Source: an optimization exercise on an open RTL-to-GDS flow (aim: small area). Production flows keep margins and buffers that such runs may drop.
In this exercise RTL edits were held to simulation tests only and were not proved equivalent to the original.

==> flow/design.v (excerpt) <==
module FFT(
input clk,
input rst_n,
input in_valid,
input signed [11:0] din_r,
input signed [11:0] din_i,
output out_valid,
output signed [15:0] dout_r,
output signed [15:0] dout_i
);
==> module FFT, before the edit <==
module FFT(
input clk,
input rst_n,
input in_valid,
input signed [11:0] din_r,
input signed [11:0] din_i,
output out_valid,
output signed [15:0] dout_r,
output signed [15:0] dout_i
);
reg [31:0] R [0:31];       
reg [7:0]  t;              
reg        ov;             
reg        osel;           
wire run = in_valid | (t != 8'd0);
wire [7:0] tn = t + 8'd1;
always @(posedge clk or negedge rst_n) begin
	if (!rst_n) begin
		t    <= 8'd0;
		ov   <= 1'b0;
		osel <= 1'b0;
	end else begin
		if (run && t != 8'd160) t <= tn;
		ov   <= (t >= 8'd106 && t < 8'd122) || (t >= 8'd139 && t < 8'd155);
		osel <= (t < 8'd122) ? t[0] : !t[0];
	end
end
assign out_valid = ov;
assign dout_r = osel ? R[27][31:16] : R[10][31:16];
assign dout_i = osel ? R[27][15:0]  : R[10][15:0];
function [15:0] radd(input [15:0] a, input [15:0] b, input ci);
	integer j;
	reg c;
	begin
		c = ci;
		for (j = 0; j < 16; j = j + 1) begin
			radd[j] = a[j] ^ b[j] ^ c;
			c = (a[j] & b[j]) | (a[j] & c) | (b[j] & c);
		end
	end
endfunction
function [31:0] cadd(input [31:0] a, input [31:0] b);
	cadd = {radd(a[31:16], b[31:16], 1'b0), radd(a[15:0], b[15:0], 1'b0)};
endfunction
function [31:0] csub(input [31:0] a, input [31:0] b);
	csub = {radd(a[31:16], ~b[31:16], 1'b1), radd(a[15:0], ~b[15:0], 1'b1)};
endfunction
function [15:0] nadd(input [15:0] a, input [15:0] b, input ci, input [4:0] w);
	integer j;
	reg c;
	begin
		c = ci;
		for (j = 0; j < 16; j = j + 1) begin
			if (j < w) begin
				nadd[j] = a[j] ^ b[j] ^ c;
				c = (a[j] & b[j]) | (a[j] & c) | (b[j] & c);
			end else
				nadd[j] = nadd[w - 1];
		end
	end
endfunction
function [31:0] nsum(input [31:0] a, input [31:0] b, input [4:0] w);
	nsum = {nadd(a[31:16], b[31:16], 1'b0, w), nadd(a[15:0], b[15:0], 1'b0, w)};
endfunction
function [31:0] ndif(input [31:0] a, input [31:0] b, input [4:0] w);
	ndif = {nadd(a[31:16], ~b[31:16], 1'b1, w), nadd(a[15:0], ~b[15:0], 1'b1, w)};
endfunction
wire [31:0] din = {{4{din_r[11]}}, din_r, {4{din_i[11]}}, din_i};
wire w_s1  = (t < 8'd32);
wire w2    = (t >= 8'd24) && (t < 8'd56);
wire w3    = (t >= 8'd52) && (t < 8'd84);
wire w4    = (t >= 8'd56) && (t < 8'd88);
wire w5    = (t >= 8'd58) && (t < 8'd90);
wire wB    = (t >= 8'd90) && (t < 8'd122);
wire [3:0] u90 = t[3:0] + 4'd6;     
wire s1_in = (t < 8'd16);
wire s1_bf = w_s1 && t[4];
wire bf2  = w2 && !t[3];
wire bf3  = w3 && !t[2];
wire bf4  = w4 && t[1];
wire w84  = w5 && (t[1:0] == 2'd1);
wire bf5  = w5 && t[0];
wire exB  = wB && u90[1] && !u90[3];
wire [31:0] d1 = ndif(R[15], din, 5'd13);
wire [31:0] d2 = ndif(R[31], R[23], 5'd15);
wire [31:0] d3 = csub(R[23], R[19]);
wire m1 = w_s1;
wire m2 = !m1 && (t < 8'd56);
wire m3 = !m1 && !m2;
wire [31:0] mz = ({32{m1}} & d1) | ({32{m2}} & d2) | ({32{m3}} & d3);
wire [3:0]  mk = m1 ? t[3:0] : (m2 ? {t[2:0], 1'b0} : {t[1:0], 2'b00});
wire [31:0] mo;
Twiddle TW(.k(mk), .z(mz), .o(mo));
wire [31:0] c1 = nsum(R[15], din, 5'd13);
wire [31:0] c2 = nsum(R[31], R[23], 5'd15);
wire [31:0] c3 = cadd(R[23], R[19]);
wire [31:0] fw3 = bf3 ? c3 : R[23];
wire [31:0] d4 = csub(R[25], fw3);
wire [31:0] c4 = cadd(R[25], fw3);
wire p4 = !bf4 && !w84;
wire [31:0] fw4 = ({32{bf4}} & c4) | ({32{w84}} & {R[25][15:0], ~R[25][31:16]}) | ({32{p4}} & R[25]);
wire [31:0] d5 = {radd(R[26][31:16], ~fw4[31:16], 1'b1), radd(R[26][15:0], ~fw4[15:0], !w84)};
wire [31:0] c5 = {radd(R[26][31:16], fw4[31:16], 1'b0), radd(R[26][15:0], fw4[15:0], w84)};
wire s0_mo = s1_bf;
wire s0_c2 = !s1_in && !s1_bf && bf2;
wire s0_p  = !s1_in && !s1_bf && !bf2;
wire s20_p = !bf3 && !exB;
wire s24_d = !bf2 && bf4;
wire s24_p = !bf2 && !bf4;
wire s26_p = !bf5 && !exB;
integer i;
always @(posedge clk) begin
	for (i = 1; i < 32; i = i + 1) R[i] <= R[i-1];
	R[0]  <= ({32{s1_in}} & din) | ({32{s0_mo}} & mo) | ({32{s0_c2}} & c2) | ({32{s0_p}} & R[31]);
	R[16] <= s1_bf ? c1 : R[15];
	R[20] <= ({32{bf3}} & mo) | ({32{exB}} & R[25]) | ({32{s20_p}} & R[19]);
	R[24] <= ({32{bf2}} & mo) | ({32{s24_d}} & d4) | ({32{s24_p}} & fw3);
	R[26] <= ({32{bf5}} & d5) | ({32{exB}} & R[19]) | ({32{s26_p}} & fw4);
	R[27] <= bf5 ? c5 : R[26];
end
endmodule
Settings: LEC_CHECK=0, ABC_AREA=1, CAP_MARGIN=10, CORE_MARGIN=2, CORE_UTILIZATION=40, CTS_BUF_LIST=sky130_fd_sc_hd__clkbuf_16, CTS_CLUSTER_DIAMETER=100, CTS_CLUSTER_SIZE=30, SLEW_MARGIN=10; clock period 36.0 ns.
standard.sh (not shown) runs the stock make flow with config.mk's settings and CLKGATE_MAP_FILE= SYNTH_SCRIPT=/design/flow/synth_recipe.tcl, a recipe that flattens the netlist after the stock synthesis.
==> flow/flow/run.sh <==
#!/bin/bash
# The standard layout (standard.sh), with these changes:
# - synthesis: Yosys's early ABC pass (in synth's "fine" step) is skipped (SYNTH_ARGS=-noabc), so
#   the full adders written in the RTL reach extract_fa in their own polarity; the final ABC
#   mapping uses flow/area.abc (area-oriented amap mapping) through flow/synth_wrap.tcl, which otherwise
#   runs synth_recipe.tcl unchanged, so the registers and their names are the standard ones.
# - every port still gets its own buffer, but the smallest one (buf_1).
set -euo pipefail
here=$(pwd)
bash standard.sh SYNTH_ARGS=-noabc \
  "BUFFER_PORTS_ARGS=-buffer_cell sky130_fd_sc_hd__buf_1" \
  SYNTH_SCRIPT="$here/flow/synth_wrap.tcl" \
  FLOW_SYNTH_TCL="$here/synth_recipe.tcl" \
  AREA_ABC_SCRIPT="$here/flow/area.abc" \
  finish > flow_make.log 2>&1
==> flow/flow/area.abc <==
strash
dch -f
amap
topo
dnsize -c
==> flow/flow/synth_wrap.tcl <==
# The standard flow's synthesis script (synth_recipe.tcl, which sources ORFS's synth.tcl) with one change:
# the final ABC technology mapping runs flow/area.abc, an area-oriented mapping script (amap), in place of
# ORFS's abc_area.script. Everything else (passes, flattening, renaming, registers) is unchanged.
proc abc {args} {
  set i [lsearch $args -script]
  if {$i >= 0} { set args [lreplace $args $i [expr {$i + 1}] -script $::env(AREA_ABC_SCRIPT)] }
  yosys abc {*}$args
}
source $::env(FLOW_SYNTH_TCL)
The first run completed without violations.
Rerun with:
--- a/flow/design.v
+++ b/flow/design.v
@@ -96,13 +96,13 @@
 wire [31:0] c3 = cadd(R[23], R[19]);
 wire [31:0] fw3 = bf3 ? c3 : R[23];
 wire [31:0] d4 = csub(R[25], fw3);
 wire [31:0] c4 = cadd(R[25], fw3);
 wire p4 = !bf4 && !w84;
-wire [31:0] fw4 = ({32{bf4}} & c4) | ({32{w84}} & {R[25][15:0], ~R[25][31:16]}) | ({32{p4}} & R[25]);
-wire [31:0] d5 = {radd(R[26][31:16], ~fw4[31:16], 1'b1), radd(R[26][15:0], ~fw4[15:0], !w84)};
-wire [31:0] c5 = {radd(R[26][31:16], fw4[31:16], 1'b0), radd(R[26][15:0], fw4[15:0], w84)};
+wire [31:0] fw4 = ({32{bf4}} & c4) | ({32{w84}} & {R[25][15:0], radd(~R[25][31:16], 16'd0, 1'b1)}) | ({32{p4}} & R[25]);
+wire [31:0] d5 = csub(R[26], fw4);
+wire [31:0] c5 = cadd(R[26], fw4);
 wire s0_mo = s1_bf;
 wire s0_c2 = !s1_in && !s1_bf && bf2;
 wire s0_p  = !s1_in && !s1_bf && !bf2;
 wire s20_p = !bf3 && !exB;
 wire s24_d = !bf2 && bf4;
=> Core utilization stays flat; design area rose by 0.32%; sequential share of layout area fell by 0.15 points; maximum frequency fell by 2.4%; worst setup slack gets worse by 0.54 ns; synthesized cell count rose by 0.95%.

==> port drivers added, routing unchanged <==
The results above use ideal ports. As a check the final layouts listed here were re-extracted and re-timed, cells and wires unchanged.
Step 1 (the two cells are an assumption about what drives the block):
set clk [get_ports {clk}]
set_driving_cell -lib_cell sky130_fd_sc_hd__clkbuf_16 $clk
set_driving_cell -lib_cell sky130_fd_sc_hd__buf_2 [delete_from_list [all_inputs] $clk]
Step 2 adds t to the input delays and takes it off the output delays; t is the mean of the earliest and latest rising clock arrival at the registers after step 1. Input paths then give back, and output paths get back, about the clock's delay inside the block.
a / b / c = ideal / step 1 / step 2; a / b = the first two.
| run | shift t [ns] | slack for setup (ns) | worst register clock-pin slew, ns | pins driven straight from the clock port |
|---|---|---|---|---|
| the first run | 0.667 | 14.576 / 14.599 / 13.931 | 0.12 / 0.12 | 1 |
| the second run | 0.683 | 14.039 / 14.083 / 13.400 | 0.12 / 0.12 | 1 |
After both steps every run listed still meets setup and hold. The setup slack of the first run, which loses most, moves by +0.023 ns with the drivers and by -0.645 ns with both steps.
